Source: an optimization exercise on an open RTL-to-GDS flow (aim: small area and a short achievable clock period). Production flows keep margins and buffers that such runs may drop.
Where RTL was checked, it was by simulation tests only, not by an equivalence proof against the original.
The RTL of runs 4 to 7 was laid out without a check of its function.
Power and IR drop assume default switching activity.

==> flow/design.v <==
module gbx_len #(
    parameter W = 6
) (
    input  logic         clk,
    input  logic         rst,
    input  logic         tick,
    input  logic         start,
    input  logic         single,
    input  logic [W-1:0] length,
    output logic         en,
    output logic         en_n
);
    logic [W-1:0] cnt;
    logic step;
    assign step = tick & single;
    always_comb begin
        if (rst) en_n = 1'b0;
        else if (start) en_n = 1'b1;
        else if (step & (&cnt)) en_n = 1'b0;
        else en_n = en;
    end
    always_ff @(posedge clk) begin
        en <= en_n;
        if (start) cnt <= length | {W{~|length}};
        else if (step) cnt <= cnt + 1'b1;
    end
endmodule
module gbx_env (
    input  logic       clk,
    input  logic       tick,
    input  logic       start,
    input  logic [3:0] init,
    input  logic       inc,
    input  logic [2:0] n,
    output logic [3:0] vol_n
);
    logic [2:0] cnt;
    logic [3:0] vol;
    always_comb begin
        if (start) vol_n = init;
        else if (tick & (cnt == 3'd0) & (n != 3'd0) & inc) vol_n = (&vol) ? 4'd14 : vol + 1'b1;
        else vol_n = vol;
    end
    always_ff @(posedge clk) begin
        vol <= vol_n;
        if (start) cnt <= n;
        else if (tick) cnt <= (cnt != 3'd0) ? cnt - 1'b1 : n;
    end
endmodule
module gbx_pulse #(
    parameter SWEEP = 1
) (
    input  logic        clk,
    input  logic        len_rst,
    input  logic        len_clk,
    input  logic        env_clk,
    input  logic        sw_clk,
    input  logic        sp,
    input  logic [ 2:0] pace,
    input  logic        dec,
    input  logic [ 2:0] nsh,
    input  logic [ 1:0] duty_n,
    input  logic [ 5:0] length,
    input  logic [ 3:0] init,
    input  logic        inc,
    input  logic [ 2:0] nenv,
    input  logic        single,
    input  logic [10:0] freq,
    output logic [ 3:0] level_n,
    output logic        on
);
    logic [10:0] shadow;
    logic        ovf, ovf_n;
    generate
        if (SWEEP) begin : g_sweep
            logic [3:0] stimer;
            logic sen;
            logic [10:0] delta;
            logic [3:0] reload;
            logic step;
            logic [11:0] res;
            assign delta  = shadow >> nsh;
            assign reload = (pace == 3'd0) ? 4'd8 : {1'b0, pace};
            assign step   = sw_clk & (stimer == 4'd0) & sen;
            assign res    = {1'b0, shadow} + {1'b0, delta ^ {11{dec}}} + {11'd0, dec};
            always_comb begin
                if (sp) ovf_n = 1'b0;
                else if (step & ~dec & ~ovf) ovf_n = res[11];
                else ovf_n = ovf;
            end
            always_ff @(posedge clk) begin
                ovf <= ovf_n;
                if (sp) begin
                    shadow <= freq;
                    stimer <= reload;
                    sen    <= (pace != 3'd0) && (nsh != 3'd0);
                end else if (sw_clk) begin
                    if (stimer != 4'd0) stimer <= stimer - 1'b1;
                    else begin
                        stimer <= reload;
                        if (sen & (dec | ~ovf)) shadow <= res[10:0];
                    end
                end
            end
        end else begin : g_nosweep
            always_ff @(posedge clk) begin
                if (sp) shadow <= freq;
            end
            assign ovf   = 1'b0;
            assign ovf_n = 1'b0;
        end
    endgenerate
    logic [3:0] vol_n;
    gbx_env envelope (
        .clk  (clk),
        .tick (env_clk),
        .start(sp),
        .init (init),
        .inc  (inc),
        .n    (nenv),
        .vol_n(vol_n)
    );
    logic len_en, len_en_n;
    gbx_len #(6) len (
        .clk   (clk),
        .rst   (len_rst),
        .tick  (len_clk),
        .start (sp),
        .single(single),
        .length(length),
        .en    (len_en),
        .en_n  (len_en_n)
    );
    logic [ 2:0] widx, widx_n;
    logic [10:0] pd;
    logic [ 1:0] pdc;
    logic        wrap;
    assign wrap = (pdc == 2'b00) & (&pd);
    always_comb begin
        if (sp) widx_n = 3'd0;
        else if (wrap) widx_n = widx + 1'b1;
        else widx_n = widx;
    end
    always_ff @(posedge clk) begin
        widx <= widx_n;
        if (sp) pdc <= 2'b11;
        else pdc <= pdc - 1'b1;
        if (sp) pd <= freq;
        else if (pdc == 2'b00) pd <= (&pd) ? shadow : pd + 1'b1;
    end
    logic wv_n;
    always_comb begin
        case (duty_n)
            2'b00:   wv_n = &widx_n;
            2'b01:   wv_n = &widx_n[2:1];
            2'b10:   wv_n = widx_n[2];
            default: wv_n = |widx_n[2:1];
        endcase
    end
    assign on      = len_en & ~ovf;
    assign level_n = (len_en_n & ~ovf_n & wv_n) ? vol_n : 4'b0000;
endmodule
module gbx_wave (
    input  logic        clk,
    input  logic        len_rst,
    input  logic        len_clk,
    input  logic        start,
    input  logic        sp,
    input  logic [ 7:0] length,
    input  logic [ 1:0] vol_n,
    input  logic        on,
    input  logic        on_n,
    input  logic        single,
    input  logic [10:0] freq,
    input  logic [ 7:0] byte_n,
    output logic [ 4:0] ptr,
    output logic [ 4:0] ptr_next,
    output logic [ 3:0] level_n,
    output logic        en
);
    logic [11:0] div;
    logic        wrap;
    assign wrap = &div;
    always_comb begin
        if (sp) ptr_next = 5'd0;
        else if (wrap & on) ptr_next = ptr + 1'b1;
        else ptr_next = ptr;
    end
    always_ff @(posedge clk) begin
        ptr <= ptr_next;
        if (sp | wrap) div <= {freq, 1'b0};
        else div <= div + 1'b1;
    end
    logic [3:0] sample_n;
    assign sample_n = ptr_next[0] ? byte_n[3:0] : byte_n[7:4];
    always_comb begin
        if (on_n) begin
            case (vol_n)
                2'b00:   level_n = 4'b0000;
                2'b01:   level_n = sample_n;
                2'b10:   level_n = {1'b0, sample_n[3:1]};
                default: level_n = {2'b00, sample_n[3:2]};
            endcase
        end else level_n = 4'b0000;
    end
    logic en_n;
    gbx_len #(8) len (
        .clk   (clk),
        .rst   (len_rst),
        .tick  (len_clk),
        .start (start),
        .single(single),
        .length(length),
        .en    (en),
        .en_n  (en_n)
    );
endmodule
module gbx_noise (
    input  logic       clk,
    input  logic       len_rst,
    input  logic       len_clk,
    input  logic       env_clk,
    input  logic       sp,
    input  logic [5:0] length,
    input  logic [3:0] init,
    input  logic       inc,
    input  logic [2:0] nenv,
    input  logic [3:0] shift,
    input  logic       width7,
    input  logic [2:0] ratio,
    input  logic       single,
    output logic [3:0] level_n,
    output logic       en
);
    logic [ 6:0] pdiv;
    logic [21:0] calc;
    assign pdiv = (ratio == 3'd0) ? 7'd8 : {ratio, 4'b0000};
    assign calc = {15'd0, pdiv} << shift;
    logic [21:0] ft;
    logic [14:0] lfsr, lfsr_n;
    logic        fb, fire;
    assign fb   = lfsr[0] ^ lfsr[1];
    assign fire = (ft == 22'd0);
    always_comb begin
        if (sp) lfsr_n = {15{1'b1}};
        else if (fire) lfsr_n = width7 ? {fb, lfsr[14:8], fb, lfsr[6:1]} : {fb, lfsr[14:1]};
        else lfsr_n = lfsr;
    end
    always_ff @(posedge clk) begin
        lfsr <= lfsr_n;
        if (sp | fire) ft <= calc;
        else ft <= ft - 1'b1;
    end
    logic [3:0] vol_n;
    gbx_env envelope (
        .clk  (clk),
        .tick (env_clk),
        .start(sp),
        .init (init),
        .inc  (inc),
        .n    (nenv),
        .vol_n(vol_n)
    );
    logic en_n;
    gbx_len #(6) len (
        .clk   (clk),
        .rst   (len_rst),
        .tick  (len_clk),
        .start (sp),
        .single(single),
        .length(length),
        .en    (en),
        .en_n  (en_n)
    );
    assign level_n = (en_n & ~lfsr_n[0]) ? vol_n : 4'b0000;
endmodule
module gb_apu (
    input  logic        clk,
    input  logic        reset,
    input  logic [15:0] addr_i,
    input  logic [ 7:0] data_i,
    input  logic        wren,
    output logic [ 7:0] data_o,
    output logic [15:0] left,
    output logic [15:0] right
);
    logic       hi_ok, in_lo, in_hi, in_regs, in_wave, is26;
    logic [4:0] ridx;
    assign hi_ok   = (addr_i[15:6] == 10'b1111111100);
    assign in_lo   = hi_ok & ~addr_i[5] & addr_i[4];
    assign in_hi   = hi_ok & addr_i[5] & ~addr_i[4];
    assign in_regs = in_lo | in_hi;
    assign in_wave = hi_ok & addr_i[5] & addr_i[4];
    assign ridx    = {~addr_i[4], addr_i[3:0]};
    assign is26    = (addr_i == 16'hFF26);
    logic [31:0][7:0] regs, regs_n;
    logic             se;
    assign se = regs[22][7];
    logic       clr;
    logic [7:0] dcol;
    assign clr  = reset | (wren & is26 & ~data_i[7]);
    assign dcol = data_i & {8{~clr}};
    logic [31:0] wsel;
    integer i;
    always_comb begin
        for (i = 0; i < 32; i = i + 1) begin
            if (i == 22) wsel[i] = wren & is26 & (se | data_i[7]);
            else wsel[i] = wren & se & (addr_i == 16'hFF10 + i[15:0]);
        end
        for (i = 0; i < 32; i = i + 1) begin
            regs_n[i] = (clr | wsel[i]) ? dcol : regs[i];
        end
    end
    always_ff @(posedge clk) regs <= regs_n;
    logic [15:0][7:0] wave;
    logic [7:0] cur_byte, byte_n;
    logic [4:0] ptr, ptr_next;
    logic [3:0] wave_waddr;
    logic       wave_we, ch3_dac;
    assign ch3_dac    = regs[10][7];
    assign wave_waddr = ch3_dac ? ptr[4:1] : addr_i[3:0];
    assign wave_we    = ~reset & wren & in_wave;
    integer k;
    always_ff @(posedge clk) begin
        for (k = 0; k < 16; k = k + 1) begin
            if (wave_we & (wave_waddr == k[3:0])) wave[k] <= data_i;
        end
    end
    assign byte_n = (wave_we && (wave_waddr == ptr_next[4:1])) ? data_i : wave[ptr_next[4:1]];
    always_ff @(posedge clk) cur_byte <= byte_n;
    logic [3:0] trig_w, start, sp;
    assign trig_w[0] = wren & data_i[7] & (addr_i == 16'hFF14);
    assign trig_w[1] = wren & data_i[7] & (addr_i == 16'hFF19);
    assign trig_w[2] = wren & data_i[7] & (addr_i == 16'hFF1E);
    assign trig_w[3] = wren & data_i[7] & (addr_i == 16'hFF23);
    always_ff @(posedge clk) begin
        if (~reset) start <= trig_w;
        sp <= reset ? 4'b0000 : (trig_w & ~start);
    end
    logic [15:0] fdiv;
    always_ff @(posedge clk) begin
        if (reset) fdiv <= 16'd0;
        else fdiv <= fdiv + 1'b1;
    end
    logic len_clk, sw_clk, env_clk;
    assign len_clk = &fdiv[13:0];
    assign sw_clk  = &fdiv[14:0];
    assign env_clk = &fdiv[15:0];
    logic [3:0] lv1_n, lv2_n, lv3_n, lv4_n;
    logic ch1_on, ch2_on, ch3_on, ch4_on;
    gbx_pulse #(1) channel_1 (
        .clk    (clk),
        .len_rst(~se),
        .len_clk(len_clk),
        .env_clk(env_clk),
        .sw_clk (sw_clk),
        .sp     (sp[0]),
        .pace   (regs[0][6:4]),
        .dec    (regs[0][3]),
        .nsh    (regs[0][2:0]),
        .duty_n (regs_n[1][7:6]),
        .length (regs[1][5:0]),
        .init   (regs[2][7:4]),
        .inc    (regs[2][3]),
        .nenv   (regs[2][2:0]),
        .single (regs[4][6]),
        .freq   ({regs[4][2:0], regs[3]}),
        .level_n(lv1_n),
        .on     (ch1_on)
    );
    gbx_pulse #(0) channel_2 (
        .clk    (clk),
        .len_rst(~se),
        .len_clk(len_clk),
        .env_clk(env_clk),
        .sw_clk (sw_clk),
        .sp     (sp[1]),
        .pace   (3'd0),
        .dec    (1'b0),
        .nsh    (3'd0),
        .duty_n (regs_n[6][7:6]),
        .length (regs[6][5:0]),
        .init   (regs[7][7:4]),
        .inc    (regs[7][3]),
        .nenv   (regs[7][2:0]),
        .single (regs[9][6]),
        .freq   ({regs[9][2:0], regs[8]}),
        .level_n(lv2_n),
        .on     (ch2_on)
    );
    gbx_wave channel_3 (
        .clk     (clk),
        .len_rst (~se),
        .len_clk (len_clk),
        .start   (start[2]),
        .sp      (sp[2]),
        .length  (regs[11]),
        .vol_n   (regs_n[12][6:5]),
        .on      (ch3_dac),
        .on_n    (regs_n[10][7]),
        .single  (regs[14][6]),
        .freq    ({regs[14][2:0], regs[13]}),
        .byte_n  (byte_n),
        .ptr     (ptr),
        .ptr_next(ptr_next),
        .level_n (lv3_n),
        .en      (ch3_on)
    );
    gbx_noise channel_4 (
        .clk    (clk),
        .len_rst(~se),
        .len_clk(len_clk),
        .env_clk(env_clk),
        .sp     (sp[3]),
        .length (regs[16][5:0]),
        .init   (regs[17][7:4]),
        .inc    (regs[17][3]),
        .nenv   (regs[17][2:0]),
        .shift  (regs[18][7:4]),
        .width7 (regs[18][3]),
        .ratio  (regs[18][2:0]),
        .single (regs[19][6]),
        .level_n(lv4_n),
        .en     (ch4_on)
    );
    logic [31:0][7:0] rdarr;
    always_comb begin
        rdarr     = regs;
        rdarr[22] = {se, 3'b000, ch4_on, ch3_on, ch2_on, ch1_on};
    end
    always_comb begin
        if (in_regs) data_o = rdarr[ridx];
        else if (in_wave) data_o = ch3_dac ? cur_byte : wave[addr_i[3:0]];
        else data_o = 8'hFF;
    end
    logic [7:0] pan_n;
    assign pan_n = regs_n[21];
    logic [5:0] sum_l, sum_r;
    always_ff @(posedge clk) begin
        sum_l <= (pan_n[4] ? {2'b00, lv1_n} : 6'd0) + (pan_n[5] ? {2'b00, lv2_n} : 6'd0)
               + (pan_n[6] ? {2'b00, lv3_n} : 6'd0) + (pan_n[7] ? {2'b00, lv4_n} : 6'd0);
        sum_r <= (pan_n[0] ? {2'b00, lv1_n} : 6'd0) + (pan_n[1] ? {2'b00, lv2_n} : 6'd0)
               + (pan_n[2] ? {2'b00, lv3_n} : 6'd0) + (pan_n[3] ? {2'b00, lv4_n} : 6'd0);
    end
    logic [2:0] vl, vr;
    assign vl = regs[20][6:4] & {3{se}};
    assign vr = regs[20][2:0] & {3{se}};
    logic [8:0] mix_l, mix_r;
    assign mix_l = (vl[0] ? {3'd0, sum_l} : 9'd0) + (vl[1] ? {2'd0, sum_l, 1'b0} : 9'd0)
                 + (vl[2] ? {1'd0, sum_l, 2'b0} : 9'd0);
    assign mix_r = (vr[0] ? {3'd0, sum_r} : 9'd0) + (vr[1] ? {2'd0, sum_r, 1'b0} : 9'd0)
                 + (vr[2] ? {1'd0, sum_r, 2'b0} : 9'd0);
    assign left  = {1'b0, mix_l, 6'b0};
    assign right = {1'b0, mix_r, 6'b0};
endmodule
==> flow/flow/run.sh <==
#!/bin/bash
cp standard.sh standard_sh_copy.txt
cp config.mk config_mk_copy.txt
export BUFFER_PORTS_ARGS="-buffer_cell sky130_fd_sc_hd__buf_2"
bash standard.sh > standard_flow.log 2>&1
==> flow/standard.sh <==
#!/bin/bash
# synth_recipe.tcl (not shown) runs the flow's synth.tcl, then flattens the netlist and writes it again
# the make line also repeats each setting of config.mk as NAME=value (left out here)
make -C /OpenROAD-flow-scripts/flow DESIGN_CONFIG=/design/flow/config.mk WORK_HOME=/design/flow/orfs CLKGATE_MAP_FILE= SYNTH_SCRIPT=/design/flow/synth_recipe.tcl "${@:-finish}"
==> flow/config.mk <==
export PLATFORM = sky130hd
export DESIGN_NAME = gb_apu
export DESIGN_NICKNAME = gb_apu
export VERILOG_FILES = /design/flow/design.v
export SDC_FILE = /design/flow/constraint.sdc
export NUM_CORES = 4
export LEC_CHECK = 0
export CAP_MARGIN = 20
export CORE_MARGIN = 2
export CORE_UTILIZATION = 60
export CTS_CLUSTER_DIAMETER = 80
export CTS_CLUSTER_SIZE = 30
export SETUP_SLACK_MARGIN = 4.6
export SLEW_MARGIN = 20
export TNS_END_PERCENT = 20
==> flow/constraint.sdc <==
create_clock -name core_clock -period 11.0 [get_ports {clk}]
set_input_delay 2.2000 -clock core_clock [delete_from_list [all_inputs] [get_ports {clk}]]
set_output_delay 2.2000 -clock core_clock [all_outputs]
set_load 0.01 [all_outputs]
==> impl_metrics.json, run 1 <==
{
  "dp_hpwl_mm": 51.71,
  "antenna_cells": 0,
  "grt_pass1_vias": 18720,
  "synth-seq-cells": 586,
  "netlist_instances": 2282,
  "viasPerCell": 6.426,
  "p_per_area_mw_per_mm2": 137.4,
  "rows": 80,
  "antenna_found_initial": 2,
  "synth_top_area_cell": "edfxtp_1",
  "period_share_pct": 58.17,
  "synth.distinct_cells": 82,
  "syn2layout_area_growth_pct": 9.412,
  "grt_max_degree": 64,
  "synth-seq-area-share_pct": 55.77,
  "initial_core_util_pct": 60.84,
  "nets": 2453,
  "max_slew_margin_pct": 26.79,
  "worst_slew_pin_slew_ps": 1094,
  "wl_met1_mm": 31.69,
  "finalSetupViolations": 0,
  "final-hold-violation-count": 0,
  "crit_type": "input pin to output port",
  "highest_layer": "met4",
  "route.detailed.drc": 0,
  "final_core_util_pct": 66.57,
  "finalCriticalPeriod_ps": 6399,
  "worstSetupStartpointType": "input pin",
  "grt_overflow_total": 0,
  "hold_ws_ps": 397.3,
  "hp-class": "register to register",
  "worst_ep_required_time_ps": 8800,
  "place_congestion": 0.8786,
  "ys.flop_type": "edfxtp_1",
  "p_leak_nw": 11.66,
  "synthArstFlopShare_pct": 0,
  "rsz0062_at_grt": "yes",
  "port_buffers": 52,
  "drtIter0Drc": 2035,
  "crit_start": "addr_i[1]",
  "min-delay-start": "start[0]$_DFFE_PN_",
  "clk-insertion-delay-late_ps": 630,
  "clk_path_buf_depth": 3,
  "fin_setup_tns_ps": 0,
  "cts-root-buf": "clkbuf_16",
  "grt_pass1_wl_mm": 114.0,
  "cts_max_level": 1,
  "syn_area_sq_mm": 0.02911,
  "status": "finished clean",
  "max_freq_mhz": 156.3,
  "regToRegStartpoint": "channel_3.div[0]$_SDFF_PP0_",
  "vias": 19140,
  "wire_per_inst_um": 25.40,
  "drv_cap": 0,
  "core_area_sq_mm": 0.04785,
  "synth_top_area_share_pct": 46.42,
  "die_w_um": 224.3,
  "drtAntennaViolNets": 0,
  "met3_wirelength_mm": 5.293,
  "cp.arrival_ps": 4200,
  "wl_met2_mm": 36.47,
  "synth_edf_count": 450,
  "ir_drop_uv": 201.1,
  "slew_violations": 0,
  "path_clk_slew_ps": 110,
  "routed_wl_mm": 75.65,
  "layout_setup_ws_ps": 4601,
  "grt.total_usage_pct": 30.27,
  "die_y_um": 224.3,
  "dr.pass1.iters": 5,
  "cts_buffers": 31,
  "fillers": 3552,
  "clock_skew_ps": 24.08,
  "drive_above_1_share_pct": 16.24,
  "cts.sinks": 586,
  "io-pin-count": 67,
  "synth_area_leaders": "edfxtp_1 (46%), mux4_2 (9.6%), dfxtp_1 (9.4%), mux2i_1 (4.0%), ha_1 (2.6%)",
  "cts_tree": "done",
  "worstSetupEndpointType": "output port",
  "place_ws_ps": 3433,
  "yosys_warnings": 8,
  "syn_area_per_cell_sq_um": 12.76,
  "cp_max_fo": 15,
  "die_area_sq_mm": 0.05030
}
==> state kept, by name (all words and copies together) (netlist names), 8 cells and up <==
| signal | count |
|---|---|
| channel_3.len.cnt | 8 |
| cur_byte | 8 |
| channel_1.shadow | 11 |
| regs | 249 |
| channel_4.lfsr | 15 |
| channel_1.pd | 11 |
| wave | 128 |
| channel_4.ft | 22 |
| channel_2.pd | 11 |
| fdiv | 16 |
| channel_3.div | 12 |
| channel_2.shadow | 11 |
==> worst paths after layout <==
check | slack (ps) | end | depth (start not counted)
max | 4600 | data_o[3] | 8
min reg2reg | 400 | sp[0]$_SDFF_PP0_ | 1
min | 400 | sp[0]$_SDFF_PP0_ | 1
max reg2reg | 4810 | sum_r[5]$_DFF_P_ | 18
==> per-stage QoR <==
stage,std cells,cell area [sq um],power (mW)
floorplan,2295,29190,2.861
global placement,2887,30020,2.988
detailed placement,2888,30030,3.001
CTS,2964,31610,4.378
global route,2979,31850,4.506
finish,2979,31850,4.378
==> Yosys cell counts, drive strengths merged (27+ instances only) <==
library cell	n
nor2	190
nor3	45
ha	60
xor2	56
mux2i	117
nand3	76
and3	28
xnor2	57
a21oi	95
clkbuf	65
mux4	124
inv	96
dfxtp	136
fa	27
o21ai	99
edfxtp	450
buf	53
nand2	164
==> cells by family (layout without fill, tap and decap cells) <==
family | Yosys count | in the layout | share of synthesized area (%)
and+or+nand+nor | 683 | 683 | 11.56
xor gates and xnor gates | 113 | 113 | 3.425
muxes | 263 | 263 | 14.51
buffers and inverters | 215 | 284 | 3.155
other | 1 | 14 | 0.01288
DFF | 586 | 586 | 55.77
AOI/OAI and AO/OA | 334 | 334 | 7.139
adders and majority gates | 87 | 87 | 4.435
==> power by group <==
group | switching (mW) | total (mW) | internal, mW
logic | 0.219 | 0.407 | 0.188
registers | 0.0898 | 2.58 | 2.49
clock network | 0.809 | 1.39 | 0.582
==> metal layers <==
metal / track usage (%) / vias up
li1: - / 8641
met1: 43.01 / 9596
met2: 50.03 / 772
met3: 3.801 / 134
met4: 8.075 / 0
met5: 0 / -
==> layout make-up <==
| type | count | area, sq um | area share, % |
|---|---|---|---|
| clock buffer | 36 | 804.5 | 2.526 |
| clock inverter | 22 | 314.1 | 0.9860 |
| inverter | 97 | 379.1 | 1.190 |
| multi-input combinational | 1494 | 12140 | 38.11 |
| sequential | 586 | 16240 | 50.98 |
| tap | 615 | 769.5 | 2.416 |
| timing repair buffer | 129 | 1209 | 3.795 |
==> critical path, stage by stage <==
cell     delay, ps
buf_16         180
buf_16         190
buf_12         120
mux4_2         530
mux4_2         470
mux2i_1        140
a22oi_1        150
buf_2          190
==> cells in the final DEF (no fill, tap or decap), types with 7 or more instances in the layout <==
cell type | netlist | layout
and3_1 | 28 | 28
buf_16 | 0 | 7
nand2_1 | 164 | 164
a21oi_1 | 94 | 94
o21ai_0 | 95 | 90
a31oi_1 | 10 | 10
mux2_2 | 20 | 20
o22ai_1 | 8 | 8
conb_1 | 1 | 14
nand3b_1 | 20 | 20
fa_1 | 27 | 27
mux4_2 | 124 | 124
o21ai_1 | 4 | 8
buf_2 | 3 | 50
a21o_1 | 22 | 22
nor3_1 | 43 | 41
mux2i_1 | 116 | 113
inv_1 | 94 | 94
clkbuf_16 | 0 | 32
nand3_1 | 75 | 75
a211oi_1 | 10 | 8
xor2_1 | 55 | 55
dfxtp_1 | 136 | 134
xnor2_1 | 57 | 57
nor2b_1 | 25 | 25
nand4_1 | 25 | 25
buf_4 | 16 | 57
nor4_1 | 17 | 15
nor2_1 | 190 | 187
edfxtp_1 | 450 | 450
ha_1 | 60 | 60
and2_1 | 20 | 17
o31ai_1 | 13 | 13
or2_2 | 9 | 9
nand2b_1 | 23 | 23
a221oi_1 | 9 | 9
or3_1 | 13 | 13
==> what timing repair did <==
action	in CTS	in global routing
gates cloned	7	1
hold buffers	0	0
pin swaps	2	1
gates resized for setup	28	23
buffers inserted	11	13
setup endpoints to repair	16	15
endpoints found under the hold margin	0	0
==> run 2, diff against run 1 <==
--- a/flow/config.mk
+++ b/flow/config.mk
@@ -12,4 +12,4 @@
 export CTS_CLUSTER_SIZE = 30
+export GPL_TIMING_DRIVEN = 0
 export SETUP_SLACK_MARGIN = 4.6
 export SLEW_MARGIN = 20
-export TNS_END_PERCENT = 20
==> run 2 against run 1 <==
Against the previous run: still clean; sequential power about the same; total power increased by 1.1%; critical path depth fell by 1.
==> impl_metrics.json, run 2 <==
{
  "drive_above_1_share_pct": 17.94,
  "synth-seq-area-share_pct": 55.77,
  "route.detailed.drc": 0,
  "syn_area_sq_mm": 0.02911,
  "min-delay-start": "channel_1.pdc[0]$_SDFF_PP1_",
  "regToRegStartpoint": "channel_3.div[0]$_SDFF_PP0_",
  "cts-root-buf": "clkbuf_16",
  "crit_type": "input pin to output port",
  "nets": 2560,
  "io-pin-count": 67,
  "finalCriticalPeriod_ps": 6641,
  "fin_setup_tns_ps": 0,
  "crit_path_max_incr_delay_ps": 620,
  "critPathTopFamily": "buffers and inverters",
  "cts.sinks": 586,
  "p_leak_nw": 12.06,
  "hold_ws_ps": 404.1,
  "synth_area_leaders": "edfxtp_1 (46%), mux4_2 (9.6%), dfxtp_1 (9.4%), mux2i_1 (4.0%), ha_1 (2.6%)",
  "clk-insertion-delay-late_ps": 640,
  "routed_wl_mm": 80.82,
  "critical_path_buf_inv_count": 4,
  "dr.pass1.iters": 6,
  "path_clk_slew_ps": 110,
  "worst_slew_pin_slew_ps": 1207,
  "syn2layout_area_growth_pct": 12.29,
  "final-hold-violation-count": 0,
  "hp-class": "register to register",
  "vias": 20010,
  "ys.flop_type": "edfxtp_1",
  "cp_max_fo": 10,
  "synth-seq-cells": 586,
  "port_buffers": 52,
  "most-common-layout-cells": "edfxtp_1 (450), nor2_1 (188), nand2_1 (163), dfxtp_1 (136), mux4_2 (124)",
  "grt.total_usage_pct": 31.60,
  "cts_buffers": 31,
  "core_area_sq_mm": 0.04785,
  "period_share_pct": 60.37,
  "clk_path_buf_depth": 3,
  "grt_pass1_vias": 19050,
  "grt_max_degree": 31,
  "drv_cap": 0,
  "drtIter0Drc": 2079,
  "synth.most_common_cell": "edfxtp_1",
  "clock_skew_ps": 24.65,
  "grt_overflow_total": 0,
  "synth_edf_count": 450,
  "synth_top_area_share_pct": 46.42,
  "top_register": "regs",
  "yosys_warnings": 8,
  "max_freq_mhz": 150.6,
  "syn_area_per_cell_sq_um": 12.76,
  "ir_drop_uv": 178.5,
  "cts_tree": "done",
  "cp_common_cell": "buf_2",
  "cts_max_level": 1,
  "die_y_um": 224.3,
  "p_per_area_mw_per_mm2": 135.4,
  "finalSetupViolations": 0,
  "die_area_sq_mm": 0.05030,
  "worstSetupEndpointType": "output port",
  "initial_core_util_pct": 60.84,
  "crit_start": "addr_i[2]",
  "synth.distinct_cells": 82,
  "final_common_cell": "edfxtp_1",
  "cp_cell_sequence": "buf_2, buf_2, clkdlybuf4s15_2, mux4_2, mux2i_1, a22oi_2, buf_2",
  "holdBufCountCts": 0,
  "viasPerCell": 6.485,
  "antenna_found_initial": 2,
  "synthArstFlopShare_pct": 0,
  "wire_per_inst_um": 26.20,
  "worst_ep_required_time_ps": 8800,
  "cp.arrival_ps": 4440,
  "largest_reg_flops": 249,
  "drtAntennaViolNets": 0,
  "netlist_instances": 2282,
  "status": "finished clean",
  "reg.largest.list": "regs (249), wave (128), channel_4.ft (22)",
  "grt_pass1_wl_mm": 117.6,
  "cpMaxStageDelayCell": "clkdlybuf4s15_2",
  "netlist_top_cells_count": "edfxtp_1 (450), nor2_1 (190), nand2_1 (164)",
  "dp_hpwl_mm": 58.31,
  "max_slew_margin_pct": 18.91,
  "rows": 80,
  "place_congestion": 0.9426,
  "rsz0062_at_grt": "yes",
  "worstSetupStartpointType": "input pin",
  "die_w_um": 224.3,
  "synth_top_area_cell": "edfxtp_1",
  "slew_violations": 0
}
-- run 2: power breakdown --
part / switching, mW / total [mW] / internal (mW)
Sequential: 0.0827 / 2.57 / 2.49
Combinational: 0.252 / 0.459 / 0.207
Clock: 0.810 / 1.39 / 0.585
-- run 2: worst register-to-register path: stages (launching register included) --
cell and delay [ps]:
dfxtp_1 400, ha_1 280, nand3_2 210, or3_1 440, or4_1 510, and2_1 190, buf_6 150, clkinv_4 100
mux4_2 290, a2111oi_0 630, a211oi_1 210, a211oi_2 340, nor3_1 100, a221o_1 300, fa_1 490, fa_1 500
ha_1 240, fa_1 410, a21o_1 170, a21o_1 170
-- run 2: per-stage QoR --
| stage | utilization (%) | total power [mW] | setup slack (ps) | instance area (sq um) | cells |
|---|---|---|---|---|---|
| after floorplan | - | 2.861 | 4603 | 29190 | 2295 |
| after global placement | 63.15 | 3.006 | 2522 | 30220 | 2962 |
| after detailed placement | 63.36 | 3.021 | 2662 | 30310 | 2972 |
| after CTS | 66.86 | 4.397 | 4360 | 31990 | 3038 |
| after global routing | 68.32 | 4.543 | 4376 | 32690 | 3084 |
| final | 68.32 | 4.426 | 4359 | 32690 | 3085 |
-- run 2: repair_timing --
| action | CTS | global route |
|---|---|---|
| gates resized for setup | 109 | 47 |
| pin swaps | 0 | 7 |
| endpoints found under the hold margin | 0 | 0 |
| endpoints found under the setup margin | 17 | 19 |
| setup buffers | 10 | 35 |
| cloned | 0 | 9 |
-- run 2: worst paths after layout --
check / cells past startpoint / slack, ps / endpoint
max: 7 / 4360 / data_o[1]
min: 1 / 400 / channel_1.pdc[0]$_SDFF_PP1_
max reg2reg: 19 / 4770 / sum_l[5]$_DFF_P_
min reg2reg: 1 / 400 / channel_1.pdc[0]$_SDFF_PP1_
-- run 2: logic make-up after synthesis --
family          Yosys count  share of synthesized area [%]
simple gates            683                          11.56
flops                   586                          55.77
mux                     263                          14.51
other cells               1                        0.01288
xor+xnor                113                          3.425
fa+ha+maj                87                          4.435
compound gates          334                          7.139
buf+inv                 215                          3.155
-- run 2: area by class of cell --
class / count / area (sq um)
clock inverters: 24 / 302.8
repair buffers: 118 / 1006
flip-flops and latches: 586 / 16240
fillers: 3414 / 15160
well taps: 615 / 769.5
inverters: 97 / 374.1
diodes: 1 / 2.502
multi-input cells: 1494 / 12160
plain buffers: 118 / 1039
clock buffers: 32 / 800.8
-- run 2: metal layers --
metal | vias up | part of all wire (%) | global-route usage [%]
li1 | 8873 | - | -
met1 | 10020 | 40 | 44.44
met2 | 946 | 47 | 51.36
met3 | 164 | 9.4 | 5.056
met4 | 2 | 3.4 | 9.571
met5 | - | 0.0099 | 0
==> run 3, diff against run 2 <==
--- a/flow/config.mk
+++ b/flow/config.mk
@@ -9,6 +9,5 @@
 export CORE_MARGIN = 2
-export CORE_UTILIZATION = 60
+export CORE_UTILIZATION = 50
 export CTS_CLUSTER_DIAMETER = 80
 export CTS_CLUSTER_SIZE = 30
-export GPL_TIMING_DRIVEN = 0
 export SETUP_SLACK_MARGIN = 4.6
==> run 3 against run 2 <==
Against the previous run: first-iteration DRC count down 11%; cell area down 1.7%; synthesized area unchanged; setup slack better by 220 ps; routed wire length down 6.9%; global-route usage down 6.8 points; clock power about the same; clock skew up 2.0 ps; sequential share of layout area up 0.85 points; flip-flop and latch count unchanged; sequential power about the same; register-to-register slack better by 100 ps; critical path type unchanged; critical endpoint is now data_o[2].
==> impl_metrics.json, run 3 <==
{
  "status": "finished clean",
  "max_freq_mhz": 155.8,
  "synth_edf_count": 450,
  "p_switching_mw": 1.113,
  "p_comb_share_pct": 9.3,
  "initial_core_util_pct": 50.55,
  "cts_buffers": 30,
  "rsz0062_at_grt": "yes",
  "reg2reg_to": "sum_l[5]$_DFF_P_",
  "nets": 2455,
  "cts-root-buf": "clkbuf_16",
  "grt_pass1_vias": 18680,
  "grt_max_degree": 64,
  "port_buffers": 52,
  "cp_max_fo": 7,
  "worstHoldPathCells": 1,
  "most-common-layout-cells": "edfxtp_1 (450), nor2_1 (188), nand2_1 (164), dfxtp_1 (134), mux4_2 (124)",
  "hold_ws_ps": 403.3,
  "largest_reg_flops": 249,
  "vias": 19010,
  "clk-insertion-delay-late_ps": 630,
  "die_y_um": 245.3,
  "syn_area_per_cell_sq_um": 12.76,
  "cts_max_level": 1,
  "cts_tree": "done",
  "crit_start": "addr_i[1]",
  "synth.most_common_cell": "edfxtp_1",
  "worstSetupStartpointType": "input pin",
  "viasPerCell": 6.071,
  "max_slew_margin_pct": 28.70,
  "worstSetupEndpointType": "output port",
  "r2r_slack_ps": 4870,
  "netlist_top_cells_count": "edfxtp_1 (450), nor2_1 (190), nand2_1 (164)",
  "finalSetupViolations": 0,
  "die_area_sq_mm": 0.06017,
  "synth_top_area_share_pct": 46.42,
  "top_register": "regs",
  "place_area_sq_mm": 0.03019,
  "endpoint": "data_o[2]",
  "synth_area_leaders": "edfxtp_1 (46%), mux4_2 (9.6%), dfxtp_1 (9.4%), mux2i_1 (4.0%), ha_1 (2.6%)",
  "stdcell_area_sq_mm": 0.03214,
  "die_w_um": 245.3,
  "dr.pass1.iters": 5,
  "hp-class": "register to register",
  "core_area_sq_mm": 0.05759,
  "ir_drop_uv": 128.7,
  "power.share.switching_pct": 25.37,
  "grt.total_usage_pct": 24.83,
  "synthArstFlopShare_pct": 0,
  "dp_hpwl_mm": 51.01,
  "clock_skew_ps": 26.69,
  "place_congestion": 0.8888,
  "holdBufCountCts": 0,
  "finalCriticalPeriod_ps": 6418,
  "netlist_instances": 2282,
  "worst_slew_pin_slew_ps": 1066,
  "syn2layout_area_growth_pct": 10.41,
  "p_seq_share_pct": 58.8,
  "p_leak_nw": 11.70,
  "route.detailed.drc": 0,
  "rows": 88,
  "final-hold-violation-count": 0,
  "syn_area_sq_mm": 0.02911,
  "antenna_found_initial": 2,
  "final_common_cell": "edfxtp_1",
  "routed_wl_mm": 75.27,
  "p_per_area_mw_per_mm2": 136.4,
  "clkPwrFrac_pct": 31.9,
  "yosys_warnings": 8,
  "internal_power_mw": 3.273,
  "crit_type": "input pin to output port",
  "drv_cap": 0,
  "synth-seq-cells": 586,
  "period_share_pct": 58.35,
  "slew_violations": 0,
  "fin_setup_tns_ps": 0,
  "drtIter0Drc": 1856,
  "synth.distinct_cells": 82,
  "grt_pass1_wl_mm": 112.9,
  "grt_overflow_total": 0,
  "r2r_cells": 19,
  "worst_ep_required_time_ps": 8800,
  "reg.largest.list": "regs (249), wave (128), channel_4.ft (22)",
  "io-pin-count": 67,
  "drive_above_1_share_pct": 16.74,
  "clk_path_buf_depth": 3,
  "ys.flop_type": "edfxtp_1",
  "p_total_mw": 4.386,
  "synth_top_area_cell": "edfxtp_1",
  "cts.sinks": 586,
  "wire_per_inst_um": 24.04,
  "synth-seq-area-share_pct": 55.77,
  "path_clk_slew_ps": 100,
  "regToRegStartpoint": "channel_3.div[0]$_SDFF_PP0_",
  "cp.arrival_ps": 4220,
  "drtAntennaViolNets": 0
}
[run 3: cell counts after synthesis]
No cell type changed its count.
[run 3: critical path, stage by stage]
cell and delay [ps]:
buf_16 130, buf_12 150, mux4_2 570, mux4_2 580
mux2i_2 250, a22oi_2 120, buf_2 200
[run 3: how the worst min path moves through the flow]
stage / slack (ps) / start / end
CTS: 410 / channel_2.pdc[0]$_SDFF_PP1_ / channel_2.pdc[0]$_SDFF_PP1_
global route: 420 / channel_2.pdc[0]$_SDFF_PP1_ / channel_2.pdc[0]$_SDFF_PP1_
floorplan: 370 / channel_1.pdc[0]$_SDFF_PP1_ / channel_1.pdc[0]$_SDFF_PP1_
finish: 400 / channel_2.pdc[0]$_SDFF_PP1_ / channel_2.pdc[0]$_SDFF_PP1_
detailed placement: 380 / channel_2.pdc[0]$_SDFF_PP1_ / channel_2.pdc[0]$_SDFF_PP1_
global placement: 380 / channel_1.pdc[0]$_SDFF_PP1_ / channel_1.pdc[0]$_SDFF_PP1_
[run 3: routing by layer]
layer | vias up | global-route usage (%) | share of wire [%]
met5 | - | 0 | 0.036
met4 | 4 | 6.725 | 3.3
met3 | 128 | 3.514 | 6.6
met2 | 673 | 41.46 | 48
met1 | 9550 | 34.17 | 42
li1 | 8653 | - | -
[run 3: final cells by class]
class,instances,area (sq um)
inverter,97,384.1
multi-input combinational,1494,12220
sequential,586,16240
timing repair inverter,1,8.758
fill,4737,25440
tap,765,957.2
clock inverter,20,289.0
timing repair buffer,131,1251
clock buffer,36,794.5
antenna,1,2.502
[run 3: power groups by stage]
stage | registers (mW) | logic [mW] | clock network (mW)
3_3_place_gp | 2.63 | 0.365 | 0
3_5_place_dp | 2.63 | 0.371 | 0
5_1_grt | 2.59 | 0.440 | 1.49
2_1_floorplan | 2.59 | 0.272 | 0
6_report | 2.58 | 0.410 | 1.40
4_1_cts | 2.58 | 0.399 | 1.42
[run 3: through the flow]
stage	util [%]	worst slack (ps)	std cells
after CTS	55.28	4592	3111
after detailed placement	52.43	2987	3035
after global placement	52.43	3152	3035
after global routing	55.81	4568	3130
after floorplan	-	4603	2295
final	55.82	4582	3131
[run 3: kinds of logic after synthesis]
group / count (synthesis) / synth area share [%]
simple gates: 683 / 11.56
fa+ha+maj: 87 / 4.435
xor+xnor: 113 / 3.425
compound gates: 334 / 7.139
other cells: 1 / 0.01288
buf+inv: 215 / 3.155
mux: 263 / 14.51
flops: 586 / 55.77
[run 3: timing repair]
action	CTS	global route
pin swaps	3	7
setup endpoints to repair	18	14
resized for setup	40	29
gates cloned	8	2
buffers inserted	12	17
==> run 4, diff against run 3 <==
--- a/flow/design.v
+++ b/flow/design.v
@@ -328,3 +328,5 @@
     end
-    assign byte_n = (wave_we && (wave_waddr == ptr_next[4:1])) ? data_i : wave[ptr_next[4:1]];
+    logic byte_hit;
+    assign byte_hit = wave_we & ch3_dac & (ptr[4:1] == ptr_next[4:1]);
+    assign byte_n   = byte_hit ? data_i : wave[ptr_next[4:1]];
     always_ff @(posedge clk) cur_byte <= byte_n;
--- a/flow/config.mk
+++ b/flow/config.mk
@@ -9,6 +9,6 @@
 export CORE_MARGIN = 2
-export CORE_UTILIZATION = 50
+export CORE_UTILIZATION = 60
 export CTS_CLUSTER_DIAMETER = 80
 export CTS_CLUSTER_SIZE = 30
-export SETUP_SLACK_MARGIN = 4.6
+export SETUP_SLACK_MARGIN = 4.3
 export SLEW_MARGIN = 20
==> run 4 against run 3 <==
Against the previous run: still clean on timing, DRC and antenna; non-clock buffer count decreased by 34; hold slack about the same; die area decreased by 16%; largest cell class unchanged; largest power group unchanged.
==> impl_metrics.json, run 4 <==
{
  "status": "finished clean",
  "rsz0062_at_grt": "no",
  "path_clk_slew_ps": 100,
  "hold_ws_ps": 403.2,
  "netlist_top_cells_count": "edfxtp_1 (450), nor2_1 (212), nand2_1 (201)",
  "fillers": 3554,
  "die_y_um": 224.9,
  "layout.cells.non_filler": 3025,
  "viasPerCell": 6.469,
  "synth_simple_gate_area_share_pct": 12.73,
  "grt_pass1_wl_mm": 112.6,
  "drv_cap": 0,
  "ff_latch_area_sq_mm": 0.01624,
  "netlist_instances": 2371,
  "yosys_warnings": 8,
  "grt_overflow_total": 0,
  "dr.pass1.iters": 5,
  "layout_setup_ws_ps": 4318,
  "cts_tree": "done",
  "cts_buffers": 30,
  "multi_input_area_sq_mm": 0.01225,
  "wire_per_inst_um": 24.35,
  "crit_type": "input pin to output port",
  "dp_hpwl_mm": 51.60,
  "reg.largest.list": "regs (249), wave (128), channel_4.ft (22)",
  "cts.sinks": 586,
  "drtIter0Drc": 1985,
  "die_area_sq_mm": 0.05057,
  "die_w_um": 224.9,
  "stdcell_area_sq_mm": 0.03153,
  "clk-insertion-delay-late_ps": 620,
  "core_area_sq_mm": 0.04795,
  "drive_above_1_share_pct": 14.77,
  "top_register": "regs",
  "synth_edf_count": 450,
  "vias": 19570,
  "finalSetupViolations": 0,
  "slew_violations": 0,
  "clk_path_buf_depth": 3,
  "syn2layout_area_growth_pct": 7.711,
  "syn_area_per_cell_sq_um": 12.35,
  "antenna_found_initial": 4,
  "max_slew_margin_pct": 25.55,
  "cts_max_level": 1,
  "cp.arrival_ps": 4480,
  "drtAntennaViolNets": 0,
  "fin_setup_tns_ps": 0,
  "synth.distinct_cells": 84,
  "most-common-layout-cells": "edfxtp_1 (450), nor2_1 (205), nand2_1 (201), dfxtp_1 (133), mux4_2 (125)",
  "route.detailed.drc": 0,
  "synthAdderAreaFrac_pct": 4.411,
  "max_freq_mhz": 149.6,
  "final_core_util_pct": 65.76,
  "synthArstFlopShare_pct": 0,
  "place_area_sq_mm": 0.03015,
  "synth_top_area_cell": "edfxtp_1",
  "synth.area.mux_share_pct": 12.64,
  "final-hold-violation-count": 0,
  "io-pin-count": 67,
  "syn_area_sq_mm": 0.02927,
  "antenna_cells": 0,
  "place_congestion": 0.9163,
  "worst_ep_required_time_ps": 8800,
  "synth-seq-cells": 586,
  "cts-root-buf": "clkbuf_16",
  "p_total_mw": 4.324,
  "synth_area_leaders": "edfxtp_1 (46%), mux4_2 (9.6%), dfxtp_1 (9.3%), nor2_1 (2.7%), nand2_1 (2.6%)",
  "worstSetupEndpointType": "output port",
  "synth_compound_area_share_pct": 8.156,
  "p_leak_nw": 11.41,
  "final_common_cell": "edfxtp_1",
  "worst_slew_pin_slew_ps": 1113,
  "initial_core_util_pct": 61.05,
  "largest_reg_flops": 249,
  "holdBufCountCts": 0,
  "port_buffers": 52,
  "synth_top_area_share_pct": 46.17,
  "grt_max_degree": 64,
  "finalCriticalPeriod_ps": 6682,
  "rows": 80,
  "ys.flop_type": "edfxtp_1",
  "synth.most_common_cell": "edfxtp_1",
  "grt.total_usage_pct": 29.46,
  "clock_skew_ps": 22.52,
  "period_share_pct": 60.75,
  "synthXorXnorAreaFrac_pct": 3.321,
  "p_per_area_mw_per_mm2": 137.2,
  "worstSetupStartpointType": "input pin",
  "ir_drop_uv": 163.0,
  "nets": 2500,
  "synth-seq-area-share_pct": 55.47,
  "routed_wl_mm": 73.66,
  "synth_top_family_by_area": "simple AND/OR/NAND/NOR gates",
  "hp-class": "register to register",
  "post-place-cells": 2965,
  "grt_pass1_vias": 18970,
  "place_ws_ps": 3292,
  "cp_max_fo": 29
}
-- run 4: changes by cell type after synthesis, sizes merged, moves of 8 or more --
cell / delta
a211oi: +15
nor2b: -12
o21ai: +20
nand3: +19
clkbuf: +16
a21oi: +8
nand2: +37
nor2: +22
mux2i: -60
a32oi: +9
-- run 4: critical path: stages --
cell and delay (ps):
buf_8 270, buf_16 250, mux4_2 580, mux4_2 550
mux2i_2 340, a32oi_1 100, buf_2 160
-- run 4: final timing paths --
check,start,endpoint,slack (ps),cells after the start
worst max register to register,regs[87]$_DFF_P_,sum_r[5]$_DFF_P_,4540,20
worst max-delay path,addr_i[1],data_o[2],4320,7
worst min-delay path,channel_1.pdc[0]$_SDFF_PP1_,channel_1.pdc[0]$_SDFF_PP1_,400,1
worst min register to register,channel_1.pdc[0]$_SDFF_PP1_,channel_1.pdc[0]$_SDFF_PP1_,400,1
-- run 4: layer usage --
metal  track usage [%]  up-vias  routed length, um
met2             48.19      797              35620
met1             41.27     9750              30420
li1                  -     8874                  -
met5                 0        -                 16
met4             8.972        4               2411
met3             4.376      144               5192
-- run 4: cells by family after synthesis --
logic type      count (synthesis)
simple gates                  763
flops                         586
compound gates                379
buf+inv                       234
mux                           210
xor+xnor                      111
fa+ha+maj                      87
other cells                     1
-- run 4: what timing repair did --
action	in CTS	in global routing
setup buffers	0	1
setup endpoints to repair	16	8
gates resized for setup	24	20
cloned	3	0
pin swaps	0	1
-- run 4: layout make-up --
cell class	count	share of cell area (%)
inverters	107	1.318
repair buffers	97	2.476
clock buffers	34	2.496
well taps	615	2.441
flip-flops and latches	586	51.51
clock inverters	22	0.9128
multi-input cells	1564	38.85
-- run 4: report_power, final --
part | internal, mW | leakage [nW] | switching [mW] | total [mW]
Combinational | 0.178 | 5.62 | 0.216 | 0.394
Clock | 0.564 | 0.518 | 0.780 | 1.34
Sequential | 2.49 | 5.28 | 0.0939 | 2.59
==> run 5, diff against run 4 <==
--- a/flow/config.mk
+++ b/flow/config.mk
@@ -12,3 +12,3 @@
 export CTS_CLUSTER_SIZE = 30
-export SETUP_SLACK_MARGIN = 4.3
+export SETUP_SLACK_MARGIN = 4.65
 export SLEW_MARGIN = 20
==> run 5 against run 4 <==
Against the previous run: via count is 1.6% higher; cell area increased by 2.6%; still clean; routed wire length is 3.9% higher; clock-buffer cell count increased by 2; total power rose by 2.0%; sequential power barely moved; clock power grew 4%; non-clock buffer count grew 46; critical path depth stayed put; global-route usage increased by 0.67 points.
==> impl_metrics.json, run 5 <==
{
  "synth.most_common_cell": "edfxtp_1",
  "yosys_warnings": 8,
  "crit_start": "addr_i[1]",
  "grt_max_degree": 64,
  "clk-insertion-delay-late_ps": 630,
  "top_register": "regs",
  "drtAntennaViolNets": 0,
  "clk_path_buf_depth": 3,
  "slew_violations": 0,
  "reg2reg_to": "sum_r[5]$_DFF_P_",
  "crit_type": "input pin to output port",
  "cts_buffers": 30,
  "drv_cap": 0,
  "drtIter0Drc": 1936,
  "min_to": "channel_2.pdc[0]$_SDFF_PP1_",
  "die_area_sq_mm": 0.05057,
  "min-delay-start": "channel_2.pdc[0]$_SDFF_PP1_",
  "cts-root-buf": "clkbuf_16",
  "syn2layout_area_growth_pct": 10.51,
  "max_freq_mhz": 156.1,
  "internal_power_mw": 3.301,
  "wire_per_inst_um": 24.91,
  "syn_area_per_cell_sq_um": 12.35,
  "status": "finished clean",
  "synth.distinct_cells": 84,
  "syn_area_sq_mm": 0.02927,
  "grt_overflow_total": 0,
  "dr.pass1.iters": 6,
  "ir_drop_uv": 131.2,
  "worstHoldPathCells": 1,
  "initial_core_util_pct": 61.05,
  "cpMaxStageDelayCell": "mux4_2",
  "cp_max_fo": 7,
  "finalCriticalPeriod_ps": 6405,
  "antenna_found_initial": 2,
  "synth-seq-area-share_pct": 55.47,
  "path_clk_slew_ps": 100,
  "place_area_sq_mm": 0.03020,
  "die_y_um": 224.9,
  "rsz0062_at_grt": "yes",
  "synth_edf_count": 450,
  "clkPwrFrac_pct": 31.7,
  "port_buffers": 52,
  "regToRegStartpoint": "channel_3.div[0]$_SDFF_PP0_",
  "vias": 19880,
  "r2r_slack_ps": 4840,
  "multi_input_area_sq_mm": 0.01244,
  "fillers": 3551,
  "most-common-layout-cells": "edfxtp_1 (450), nor2_1 (208), nand2_1 (199), dfxtp_1 (133), mux4_2 (125)",
  "power.share.switching_pct": 25.16,
  "p_switching_mw": 1.109,
  "max_slew_margin_pct": 26.58,
  "netlist_instances": 2371,
  "nets": 2547,
  "synth_top_area_share_pct": 46.17,
  "worstSetupStartpointType": "input pin",
  "worst_ep_required_time_ps": 8800,
  "fin_setup_tns_ps": 0,
  "synth_area_leaders": "edfxtp_1 (46%), mux4_2 (9.6%), dfxtp_1 (9.3%), nor2_1 (2.7%), nand2_1 (2.6%)",
  "largest_reg_flops": 249,
  "cts_tree": "done",
  "rows": 80,
  "p_leak_nw": 11.82,
  "routed_wl_mm": 76.52,
  "route.detailed.drc": 0,
  "worstSetupEndpointType": "output port",
  "drive_above_1_share_pct": 17.13,
  "dp_hpwl_mm": 52.06,
  "crit_path_max_incr_delay_ps": 550,
  "grt.total_usage_pct": 30.13,
  "r2r_cells": 18,
  "cp_cell_sequence": "buf_16, buf_4, mux4_2, mux4_2, mux2i_1, a32oi_1, buf_2",
  "synthArstFlopShare_pct": 0,
  "ys.flop_type": "edfxtp_1",
  "period_share_pct": 58.23,
  "grt_pass1_wl_mm": 115.1,
  "core_area_sq_mm": 0.04795,
  "holdBufCountCts": 0,
  "p_per_area_mw_per_mm2": 136.3,
  "synth-seq-cells": 586,
  "reg.largest.list": "regs (249), wave (128), channel_4.ft (22)",
  "netlist_top_cells_count": "edfxtp_1 (450), nor2_1 (212), nand2_1 (201)",
  "final-hold-violation-count": 0,
  "worst_slew_pin_slew_ps": 1097,
  "io-pin-count": 67,
  "hold_ws_ps": 401.2,
  "cp_common_cell": "mux4_2",
  "synth_top_area_cell": "edfxtp_1",
  "ff_latch_area_sq_mm": 0.01624,
  "cp.arrival_ps": 4210,
  "cts_max_level": 1,
  "p_seq_share_pct": 58.7,
  "place_congestion": 0.9346,
  "cts.sinks": 586,
  "antenna_cells": 0,
  "die_w_um": 224.9,
  "final_common_cell": "edfxtp_1",
  "grt_pass1_vias": 19270,
  "p_comb_share_pct": 9.7,
  "stdcell_area_sq_mm": 0.03235,
  "finalSetupViolations": 0,
  "clock_skew_ps": 21.45,
  "hp-class": "register to register",
  "viasPerCell": 6.472
}
-- run 5: logic make-up after synthesis --
family | count (synthesis) | share of synthesized area [%]
AOI/OAI and AO/OA | 379 | 8.156
xor gates and xnor gates | 111 | 3.321
adders and majority gates | 87 | 4.411
buffers and inverters | 234 | 3.253
DFF | 586 | 55.47
muxes | 210 | 12.64
other | 1 | 0.01281
and+or+nand+nor | 763 | 12.73
-- run 5: repair_timing --
action,CTS,global route
gates cloned,8,5
setup endpoints to repair,16,13
pin swaps,1,11
setup buffers,14,20
resized for setup,46,39
-- run 5: power groups by stage --
stage	Clock [mW]	Combinational (mW)	Sequential (mW)
after global placement	0	0.371	2.63
after global routing	1.49	0.457	2.60
final	1.40	0.426	2.59
after CTS	1.42	0.410	2.59
after floorplan	0	0.284	2.59
after detailed placement	0	0.377	2.64
-- run 5: worst max path at each step --
stage	to	slack [ps]
finish	data_o[2]	4590
detailed placement	sum_r[5]$_DFF_P_	3390
CTS	sum_r[5]$_DFF_P_	4640
floorplan	sum_l[5]$_DFF_P_	4650
global route	sum_r[5]$_DFF_P_	4610
global placement	data_o[7]	3510
-- run 5: stage by stage --
step,setup slack (ps),util [%],power (mW),cells
CTS,4639,66.57,4.414,3047
global placement,3505,62.99,3.002,2969
global route,4609,67.47,4.546,3072
floorplan,4652,-,2.876,2384
finish,4595,67.47,4.410,3072
detailed placement,3385,62.99,3.013,2969
-- run 5: layout make-up --
cell class                 count  area share [%]
multi-input combinational   1565           38.47
tap                          615           2.379
timing repair buffer         143           4.263
clock buffer                  36           2.553
clock inverter                20          0.8548
inverter                     107           1.276
sequential                   586           50.20
-- run 5: worst max-delay path: cells and delay by family --
family | cells | cell delay, ps
buffers and inverters | 3 | 490
muxes | 3 | 1400
AOI/OAI and AO/OA | 1 | 100
-- run 5: routing by layer --
layer	routed length [um]	GRT usage, %
met5	13	0
met4	3340	11.90
met3	5520	4.337
met2	36570	48.46
met1	31070	41.84
==> run 6, diff against run 5 <==
--- a/flow/config.mk
+++ b/flow/config.mk
@@ -9,5 +9,6 @@
 export CORE_MARGIN = 2
-export CORE_UTILIZATION = 60
+export CORE_UTILIZATION = 70
 export CTS_CLUSTER_DIAMETER = 80
 export CTS_CLUSTER_SIZE = 30
+export PLACE_DENSITY = 0.75
 export SETUP_SLACK_MARGIN = 4.65
==> run 6 against run 5 <==
Against the previous run: combinational power hardly changed; clock-buffer cell count is 1 lower; fmax is 0.19% lower; first-iteration DRC count is 39% higher; synthesized area stayed put; critical path depth stayed put; global-route usage is 5.1 points higher; total power is 3.7% lower; hold slack hardly changed; via count is 3.6% higher; core utilization is 11 points higher; largest power group unchanged.
==> impl_metrics.json, run 6 <==
{
  "status": "finished clean",
  "cts_max_level": 1,
  "grt.total_usage_pct": 35.18,
  "final-hold-violation-count": 0,
  "cp_max_fo": 6,
  "cp_common_cell": "mux4_2",
  "netlist_top_cells_count": "edfxtp_1 (450), nor2_1 (212), nand2_1 (201)",
  "crit_type": "input pin to output port",
  "synth_edf_count": 450,
  "cts-root-buf": "clkbuf_16",
  "clock_skew_ps": 35.51,
  "drv_cap": 0,
  "syn_area_per_cell_sq_um": 12.35,
  "clkPwrFrac_pct": 28.9,
  "p_seq_share_pct": 61.1,
  "holdBufCountCts": 0,
  "port_buffers": 52,
  "ir_drop_uv": 158.3,
  "ys.flop_type": "edfxtp_1",
  "r2r_slack_ps": 4750,
  "synth_top_area_cell": "edfxtp_1",
  "grt_overflow_total": 0,
  "die_area_sq_mm": 0.04347,
  "netlist_instances": 2371,
  "most-common-layout-cells": "edfxtp_1 (450), nor2_1 (202), nand2_1 (200), dfxtp_1 (133), mux4_2 (125)",
  "synth.distinct_cells": 84,
  "p_comb_share_pct": 10.1,
  "stdcell_area_sq_mm": 0.03203,
  "cp.arrival_ps": 4220,
  "cts_tree": "done",
  "max_freq_mhz": 155.8,
  "place_area_sq_mm": 0.03015,
  "min_to": "channel_1.pdc[0]$_SDFF_PP1_",
  "cts.sinks": 586,
  "dr.pass1.iters": 6,
  "period_share_pct": 58.34,
  "worst_slew_pin_slew_ps": 1210,
  "grt_max_degree": 64,
  "final_common_cell": "edfxtp_1",
  "place_congestion": 0.9559,
  "cp_cell_sequence": "buf_16, bufbuf_16, mux4_2, mux4_2, mux2i_1, a32oi_1, buf_2",
  "synth-seq-cells": 586,
  "rsz0062_at_grt": "yes",
  "finalCriticalPeriod_ps": 6417,
  "cts_buffers": 27,
  "clk-insertion-delay-late_ps": 630,
  "fillers": 2534,
  "hp-class": "register to register",
  "slew_violations": 0,
  "antenna_found_initial": 1,
  "synth-seq-area-share_pct": 55.47,
  "p_switching_mw": 1.061,
  "die_y_um": 208.5,
  "top_register": "regs",
  "route.detailed.drc": 0,
  "p_leak_nw": 11.73,
  "crit_path_max_incr_delay_ps": 530,
  "nets": 2548,
  "drtIter0Drc": 2687,
  "wire_per_inst_um": 26.08,
  "io-pin-count": 67,
  "viasPerCell": 6.889,
  "synth_top_area_share_pct": 46.17,
  "yosys_warnings": 8,
  "power.share.switching_pct": 24.99,
  "vias": 20590,
  "clk_path_buf_depth": 3,
  "worstHoldPathCells": 1,
  "rows": 74,
  "syn2layout_area_growth_pct": 9.421,
  "r2r_cells": 20,
  "worstSetupEndpointType": "output port",
  "finalSetupViolations": 0,
  "worstSetupStartpointType": "input pin",
  "synthArstFlopShare_pct": 0,
  "core_area_sq_mm": 0.04102,
  "critical_path_buf_inv_count": 3,
  "regToRegStartpoint": "regs[87]$_DFF_P_",
  "synth_area_leaders": "edfxtp_1 (46%), mux4_2 (9.6%), dfxtp_1 (9.3%), nor2_1 (2.7%), nand2_1 (2.6%)",
  "critPathTopFamily": "multiplexers",
  "reg.largest.list": "regs (249), wave (128), channel_4.ft (22)",
  "path_clk_slew_ps": 100,
  "p_per_area_mw_per_mm2": 132.6,
  "drtAntennaViolNets": 0,
  "die_w_um": 208.5,
  "largest_reg_flops": 249,
  "routed_wl_mm": 77.94,
  "drive_above_1_share_pct": 16.66,
  "fin_setup_tns_ps": 0,
  "cpMaxStageDelayCell": "mux4_2",
  "synth.most_common_cell": "edfxtp_1",
  "worst_ep_required_time_ps": 8800,
  "initial_core_util_pct": 71.36,
  "dp_hpwl_mm": 51.89,
  "grt_pass1_vias": 19900,
  "max_slew_margin_pct": 19.01,
  "min-delay-start": "channel_1.pdc[0]$_SDFF_PP1_",
  "reg2reg_to": "sum_l[5]$_DFF_P_",
  "syn_area_sq_mm": 0.02927,
  "internal_power_mw": 3.185,
  "grt_pass1_wl_mm": 116.0
}
==> run 6: cell types whose count changed in the layout (fill, tap and decap cells not counted), moves of 3 or more <==
cell | before | now
mux2i_1 | 49 | 56
clkbuf_16 | 36 | 31
mux2i_4 | 3 | 0
inv_16 | 3 | 0
clkbuf_1 | 3 | 7
o21ai_1 | 13 | 7
nor2_2 | 3 | 8
mux2i_2 | 5 | 1
o21ai_0 | 106 | 111
nor2_1 | 208 | 202
clkinv_8 | 1 | 4
==> run 6: final cells by class <==
cell class	count	area, sq um	share of cell area (%)
Sequential cell	586	16240	50.70
Multi-Input combinational cell	1564	12340	38.53
Timing Repair Buffer	148	1466	4.578
Clock buffer	35	715.7	2.235
Tap cell	532	665.6	2.078
Inverter	107	419.2	1.309
Clock inverter	15	176.4	0.5508
Antenna cell	2	5.005	0.01563
==> run 6: repair_timing <==
| action | in CTS | in global routing |
|---|---|---|
| setup buffers | 13 | 20 |
| pin swaps | 2 | 7 |
| gates cloned | 9 | 4 |
| setup endpoints to repair | 16 | 12 |
| resized for setup | 43 | 26 |
==> run 6: power by group through the flow <==
stage | Clock [mW] | Sequential (mW) | Combinational (mW)
floorplan | 0 | 2.59 | 0.284
global placement | 0 | 2.63 | 0.364
detailed placement | 0 | 2.64 | 0.378
CTS | 1.23 | 2.59 | 0.407
global route | 1.30 | 2.60 | 0.453
finish | 1.23 | 2.59 | 0.427
==> run 6: layer usage <==
layer	vias up	track usage, %	share of wire (%)
li1	8972	-	-
met1	10030	46.65	36
met2	1325	58.04	48
met4	0	15.50	5.1
met3	261	5.842	10
met5	-	0	0
==> run 6: how the worst max path moves through the flow <==
stage,slack [ps],endpoint,from,cells past startpoint
after floorplan,4650,sum_l[5]$_DFF_P_,addr_i[7],16
after global placement,3470,sum_l[5]$_DFF_P_,addr_i[5],16
after detailed placement,3470,data_o[6],addr_i[0],7
after CTS,4650,data_o[3],addr_i[1],7
after global routing,4590,sum_r[5]$_DFF_P_,regs[87]$_DFF_P_,20
final,4580,data_o[5],addr_i[0],7
==> run 6: through the flow <==
step | power [mW] | hold slack, ps | util [%] | setup slack [ps] | std cells
3_3_place_gp | 2.993 | 374.4 | 73.45 | 3468 | 2889
6_report | 4.247 | 401.2 | 78.09 | 4583 | 2989
2_1_floorplan | 2.876 | 366.3 | - | 4652 | 2384
4_1_cts | 4.221 | 403.9 | 77.16 | 4649 | 2963
3_5_place_dp | 3.015 | 378.4 | 73.50 | 3467 | 2891
5_1_grt | 4.355 | 429.5 | 78.08 | 4587 | 2988
==> run 6: cells by family (layout without fill, tap and decap cells) <==
| family | after synthesis | in the layout | synth area share (%) |
|---|---|---|---|
| buf+inv | 234 | 305 | 3.253 |
| flops | 586 | 586 | 55.47 |
| compound gates | 379 | 379 | 8.156 |
| fa+ha+maj | 87 | 87 | 4.411 |
| simple gates | 763 | 763 | 12.73 |
| xor+xnor | 111 | 111 | 3.321 |
| other cells | 1 | 16 | 0.01281 |
| mux | 210 | 210 | 12.64 |
==> run 6: worst register-to-register path: cells and delay by family, from the launching register on <==
family | cells | cell delay (ps)
flip-flops | 1 | 330
adder cells (fa/ha/maj) | 4 | 1650
AND/OR/NAND/NOR | 4 | 1100
buffers and inverters | 5 | 1380
AO/OA/AOI/OAI | 7 | 1690
==> run 7, diff against run 6 <==
--- a/flow/config.mk
+++ b/flow/config.mk
@@ -13,3 +13,3 @@
 export PLACE_DENSITY = 0.75
-export SETUP_SLACK_MARGIN = 4.65
+export SETUP_SLACK_MARGIN = 4.5
 export SLEW_MARGIN = 20
==> run 7 against run 6 <==
Against the previous run: setup slack worse by 52 ps; critical path depth stayed put; final cell count fell by 1.4%; first-iteration DRC count decreased by 0.22%; synthesized cell count stayed put; total power about the same; core utilization down 1.5 points; clock power hardly changed; cell area decreased by 1.9%; hold slack improved by 4.5 ps; non-clock buffer count fell by 41; sequential power about the same; critical path type unchanged; largest power group unchanged.
==> impl_metrics.json, run 7 <==
{
  "final_core_util_pct": 76.59,
  "post-place-cells": 2887,
  "grt_pass1_vias": 19590,
  "slew_violations": 0,
  "layout.cells.non_filler": 2946,
  "die_w_um": 208.5,
  "fin_setup_tns_ps": 0,
  "syn_area_per_cell_sq_um": 12.35,
  "synth_top_family_by_area": "simple AND/OR/NAND/NOR gates",
  "cts_tree": "done",
  "drtAntennaViolNets": 0,
  "worst_slew_pin_slew_ps": 1193,
  "ys.flop_type": "edfxtp_1",
  "cts_max_level": 1,
  "internal_power_mw": 3.195,
  "largest_reg_flops": 249,
  "synth.distinct_cells": 84,
  "place_area_sq_mm": 0.03008,
  "wire_per_inst_um": 25.51,
  "ir_drop_uv": 174.2,
  "finalCriticalPeriod_ps": 6470,
  "synthArstFlopShare_pct": 0,
  "holdBufCountCts": 0,
  "cp.arrival_ps": 4270,
  "routed_wl_mm": 75.16,
  "cts-root-buf": "clkbuf_16",
  "top_register": "regs",
  "path_clk_slew_ps": 100,
  "core_area_sq_mm": 0.04102,
  "viasPerCell": 6.838,
  "synth_simple_gate_area_share_pct": 12.73,
  "grt.total_usage_pct": 34.77,
  "syn2layout_area_growth_pct": 7.327,
  "period_share_pct": 58.82,
  "yosys_warnings": 8,
  "nets": 2507,
  "hp-class": "register to register",
  "clkPwrFrac_pct": 29.6,
  "grt_overflow_total": 0,
  "power.share.switching_pct": 24.76,
  "synth_area_leaders": "edfxtp_1 (46%), mux4_2 (9.6%), dfxtp_1 (9.3%), nor2_1 (2.7%), nand2_1 (2.6%)",
  "clk_path_buf_depth": 3,
  "synthAdderAreaFrac_pct": 4.411,
  "rows": 74,
  "p_per_area_mw_per_mm2": 135.2,
  "synth_edf_count": 450,
  "cts.sinks": 586,
  "p_switching_mw": 1.051,
  "route.detailed.drc": 0,
  "die_area_sq_mm": 0.04347,
  "netlist_instances": 2371,
  "port_buffers": 52,
  "synth.most_common_cell": "edfxtp_1",
  "drv_cap": 0,
  "clk-insertion-delay-late_ps": 620,
  "worstSetupEndpointType": "output port",
  "drive_above_1_share_pct": 14.50,
  "rsz0062_at_grt": "no",
  "most-common-layout-cells": "edfxtp_1 (450), nor2_1 (207), nand2_1 (200), dfxtp_1 (134), mux4_2 (125)",
  "antenna_found_initial": 0,
  "stdcell_area_sq_mm": 0.03142,
  "vias": 20150,
  "reg.largest.list": "regs (249), wave (128), channel_4.ft (22)",
  "cp_max_fo": 23,
  "antenna_cells": 0,
  "grt_max_degree": 64,
  "drtIter0Drc": 2681,
  "max_slew_margin_pct": 20.14,
  "synth_top_area_share_pct": 46.17,
  "synth_top_area_cell": "edfxtp_1",
  "synth-seq-cells": 586,
  "place_congestion": 0.9380,
  "worst_ep_required_time_ps": 8800,
  "grt_pass1_wl_mm": 114.6,
  "netlist_top_cells_count": "edfxtp_1 (450), nor2_1 (212), nand2_1 (201)",
  "synthXorXnorAreaFrac_pct": 3.321,
  "worstHoldPathCells": 1,
  "final_common_cell": "edfxtp_1",
  "dr.pass1.iters": 6,
  "status": "finished clean",
  "cts_buffers": 27,
  "io-pin-count": 67,
  "synth.area.mux_share_pct": 12.64,
  "initial_core_util_pct": 71.36,
  "syn_area_sq_mm": 0.02927,
  "dp_hpwl_mm": 50.80,
  "finalSetupViolations": 0,
  "final-hold-violation-count": 0,
  "crit_type": "input pin to output port",
  "r2r_cells": 16,
  "p_comb_share_pct": 9.5,
  "hold_ws_ps": 405.6,
  "clock_skew_ps": 20.44,
  "worstSetupStartpointType": "input pin",
  "die_y_um": 208.5,
  "max_freq_mhz": 154.6,
  "synth_compound_area_share_pct": 8.156,
  "p_leak_nw": 11.42,
  "p_seq_share_pct": 61.0,
  "synth-seq-area-share_pct": 55.47
}
==> run 7: cell type report <==
cell class                      count  area (sq um)
Sequential cell                   586         16240
Multi-Input combinational cell   1564         12240
Fill cell                        2613          9602
Timing Repair Buffer              107         932.1
Clock buffer                       38         759.5
Tap cell                          532         665.6
Inverter                          107         407.9
Clock inverter                     12         168.9
==> run 7: timing repair <==
item | 4_1_cts | 5_1_grt
buffers inserted | 0 | 2
setup endpoints to repair | 16 | 13
gates resized for setup | 27 | 14
gates cloned | 5 | 2
pin swaps | 1 | 2
==> run 7: routing by layer <==
metal	vias to the layer above	track usage (%)	share of wire [%]
met5	-	0	0
met4	0	15.06	5.0
met3	245	5.736	9.7
met2	1179	56.33	48
met1	9838	47.21	37
li1	8884	-	-
==> run 7: power groups by stage <==
stage                     logic [mW]  registers [mW]  clock network (mW)
after detailed placement       0.375            2.64                   0
after CTS                      0.393            2.59                1.26
final                          0.403            2.59                1.25
after global placement         0.364            2.63                   0
after global routing           0.430            2.60                1.33
after floorplan                0.283            2.59                   0
==> run 7: worst paths after layout <==
| kind | from | to | slack (ps) |
|---|---|---|---|
| max | addr_i[1] | data_o[6] | 4530 |
| min | channel_2.pdc[0]$_SDFF_PP1_ | channel_2.pdc[0]$_SDFF_PP1_ | 410 |
| max reg2reg | channel_3.ptr[2]$_DFF_P_ | sum_l[5]$_DFF_P_ | 4600 |
| min reg2reg | channel_2.pdc[0]$_SDFF_PP1_ | channel_2.pdc[0]$_SDFF_PP1_ | 410 |
==> run 7: kinds of logic after synthesis <==
group | after synthesis
simple gates | 763
compound gates | 379
buf+inv | 234
flops | 586
fa+ha+maj | 87
mux | 210
xor+xnor | 111
other cells | 1
==> run 7: per-stage QoR <==
stage	setup WS [ps]	power, mW
2_1_floorplan	4510	2.875
3_3_place_gp	3456	2.995
3_5_place_dp	3346	3.011
4_1_cts	4511	4.237
5_1_grt	4477	4.356
6_report	4530	4.247
==> run 7: worst max-delay path, cell delays in order <==
cell     delay [ps]
buf_16          200
buf_16          220
mux4_2          510
mux4_2          510
mux2i_1         250
a32oi_1         150
buf_2           180

Re-timed with assumed drivers on the ports (clkbuf_16 on the clock, buf_2 on other inputs), run 7 has 4.357 ns of setup slack against 4.530 ns with ideal ports, and 3.950 ns once port delays also move by the mid clock arrival of 0.668 ns.
